Source: an optimization exercise on an open RTL-to-GDS flow (aim: small area). Production flows keep margins and buffers that such runs may drop.

==> inputs of 08-18 <==
Design rgb2ycrcb, start of the top module:
module rgb2ycrcb(clk, rst, r, g, b, y, cr, cb);
	input        clk;
	input        rst;
	input  [9:0] r, g, b;
	output reg [9:0] y, cr, cb;
	reg [36:0] pa;
	reg [31:0] pb;
	reg rst1, rst2;
	wire kill = rst | rst1 | rst2;
	wire g1;
	assign g1 = r[0] & ~g[0];
	wire g2;
	gx2 ug2 (.a(r[0]), .b(g[0]), .y(g2));
	wire i3;
	assign i3 = ~g[1];
	wire s4;
	wire c5;
	fa us4 (.a(r[1]), .b(i3), .c(g1), .s(s4), .co(c5));
	wire i6;
	assign i6 = ~g[2];
	wire s7;
	wire c8;
	fa us7 (.a(r[2]), .b(i6), .c(c5), .s(s7), .co(c8));
	wire i9;
	assign i9 = ~g[3];
	wire s10;
	wire c11;
	fa us10 (.a(r[3]), .b(i9), .c(c8), .s(s10), .co(c11));
	wire i12;
	assign i12 = ~g[4];
	wire s13;
	wire c14;
	fa us13 (.a(r[4]), .b(i12), .c(c11), .s(s13), .co(c14));
	wire i15;
	assign i15 = ~g[5];
	wire s16;
	wire c17;
	fa us16 (.a(r[5]), .b(i15), .c(c14), .s(s16), .co(c17));
	wire i18;
	assign i18 = ~g[6];
	wire s19;
	wire c20;
	fa us19 (.a(r[6]), .b(i18), .c(c17), .s(s19), .co(c20));
	wire i21;
	assign i21 = ~g[7];
	wire s22;
	wire c23;
	fa us22 (.a(r[7]), .b(i21), .c(c20), .s(s22), .co(c23));
	wire i24;
	assign i24 = ~g[8];
	wire s25;
	wire c26;
	fa us25 (.a(r[8]), .b(i24), .c(c23), .s(s25), .co(c26));
	wire i27;
	assign i27 = ~g[9];
	wire s28;
	wire c29;
	fa us28 (.a(r[9]), .b(i27), .c(c26), .s(s28), .co(c29));
	wire g30;
	assign g30 = b[0] & ~g[0];
	wire g31;
	gx2 ug31 (.a(b[0]), .b(g[0]), .y(g31));
	wire s32;
	wire c33;
	fa us32 (.a(b[1]), .b(i3), .c(g30), .s(s32), .co(c33));
	wire s34;
	wire c35;
	fa us34 (.a(b[2]), .b(i6), .c(c33), .s(s34), .co(c35));
	wire s36;
	wire c37;
	fa us36 (.a(b[3]), .b(i9), .c(c35), .s(s36), .co(c37));
	wire s38;
	wire c39;
	fa us38 (.a(b[4]), .b(i12), .c(c37), .s(s38), .co(c39));
	wire s40;
	wire c41;
  ...
clock: 6.0 ns
lec_check: 0
cap_margin: 20
core_margin: 2
core_utilization: 88
slew_margin: 20
synth_hierarchical: 1
synth_minimum_keep_size: 0
standard.sh (not shown) runs the stock make flow with config.mk's settings and CLKGATE_MAP_FILE= SYNTH_SCRIPT=/design/flow/synth_recipe.tcl, a recipe that flattens the netlist after the stock synthesis.
==> flow/flow/run.sh <==
#!/bin/bash
# Standard ORFS layout with two changes: small port buffers, and a clock tree of small
# buffers without dummy loads.
set -euo pipefail
bash standard.sh \
  "BUFFER_PORTS_ARGS=-buffer_cell sky130_fd_sc_hd__buf_1" \
  "CTS_ARGS=-sink_clustering_enable -repair_clock_nets -buf_list sky130_fd_sc_hd__clkbuf_8 -dont_use_dummy_load" \
  finish > make_finish.log 2>&1
==> 11-15 (differences from 08-18) <==
- CORE_UTILIZATION: 88 -> 80
==> notes <==
11-15 passed the timing, DRC and antenna checks. 08-18 never finished: it broke off in detailed placement (3_5_place_dp), error DPL-0033. Synthesized cell count is the same in 11-15 and 08-18. Area after synthesis is the same in 11-15 and 08-18.
==> figures <==
| item | 08-18 | 11-15 |
|---|---|---|
| Die H | 89.6 µm | 93.8 µm |
| Number of placement rows | 31 | 32 |
| Number of buffer cells added on primary ports | 61 | 61 |
| Number of enable-type register cells in the synthesized netlist | 0 | 0 |
| Gate count of the mapped netlist | 461 | 461 |
| Adder-cell share of the synthesized area | 0.524 | 0.524 |
| Die X-Extent | 89.6 µm | 93.8 µm |
| Effective utilization at floorplan | 0.899 | 0.831 |
| Average footprint of a synthesized cell | 14.0 µm² | 14.0 µm² |
| Number of warning messages in the yosys log | 7 | 7 |
| Summed instance area of the synthesized netlist | 6450 µm² | 6450 µm² |
| Outcome | stopped before the end | finished clean |
| Failing step | detailed placement (3_5_place_dp) | - |
| Half-perimeter wire length after placement | 14.6 mm | 12.6 mm |
| Post-synthesis share of cell area spent on and, or, nand and nor gates | 0.0636 | 0.0636 |
| Netlist cell types | 31 | 31 |
| Global placement routability congestion | 1.06 | 0.954 |
Function was not checked in any run of this note: the RTL went through the layout flow alone.

-- afterwards: timing with drivers on the ports --
How much do the figures lean on ideal ports? The routed layout below was timed once more, with nothing changed but the port constraints.
Step 1: set_driving_cell puts a clkbuf_16 on clk and a buf_2 on each other input, an assumption about the parent block.
Step 2 also shifts input and output timing later by t, the mid clock arrival at the registers, as if the neighbouring blocks saw the same clock.
a / b / c = no drivers / after step 1 / after step 2; a / b = the first two.
run: 11-15
t, ns: 0.387
setup slack, ns: 0.146 / 0.146 / 0.146
pins driven straight from the clock port: 1
After both steps setup and hold are still met in 11-15. The setup slack of 11-15 moves by 0.000 ns with the drivers and by 0.000 ns with both steps.
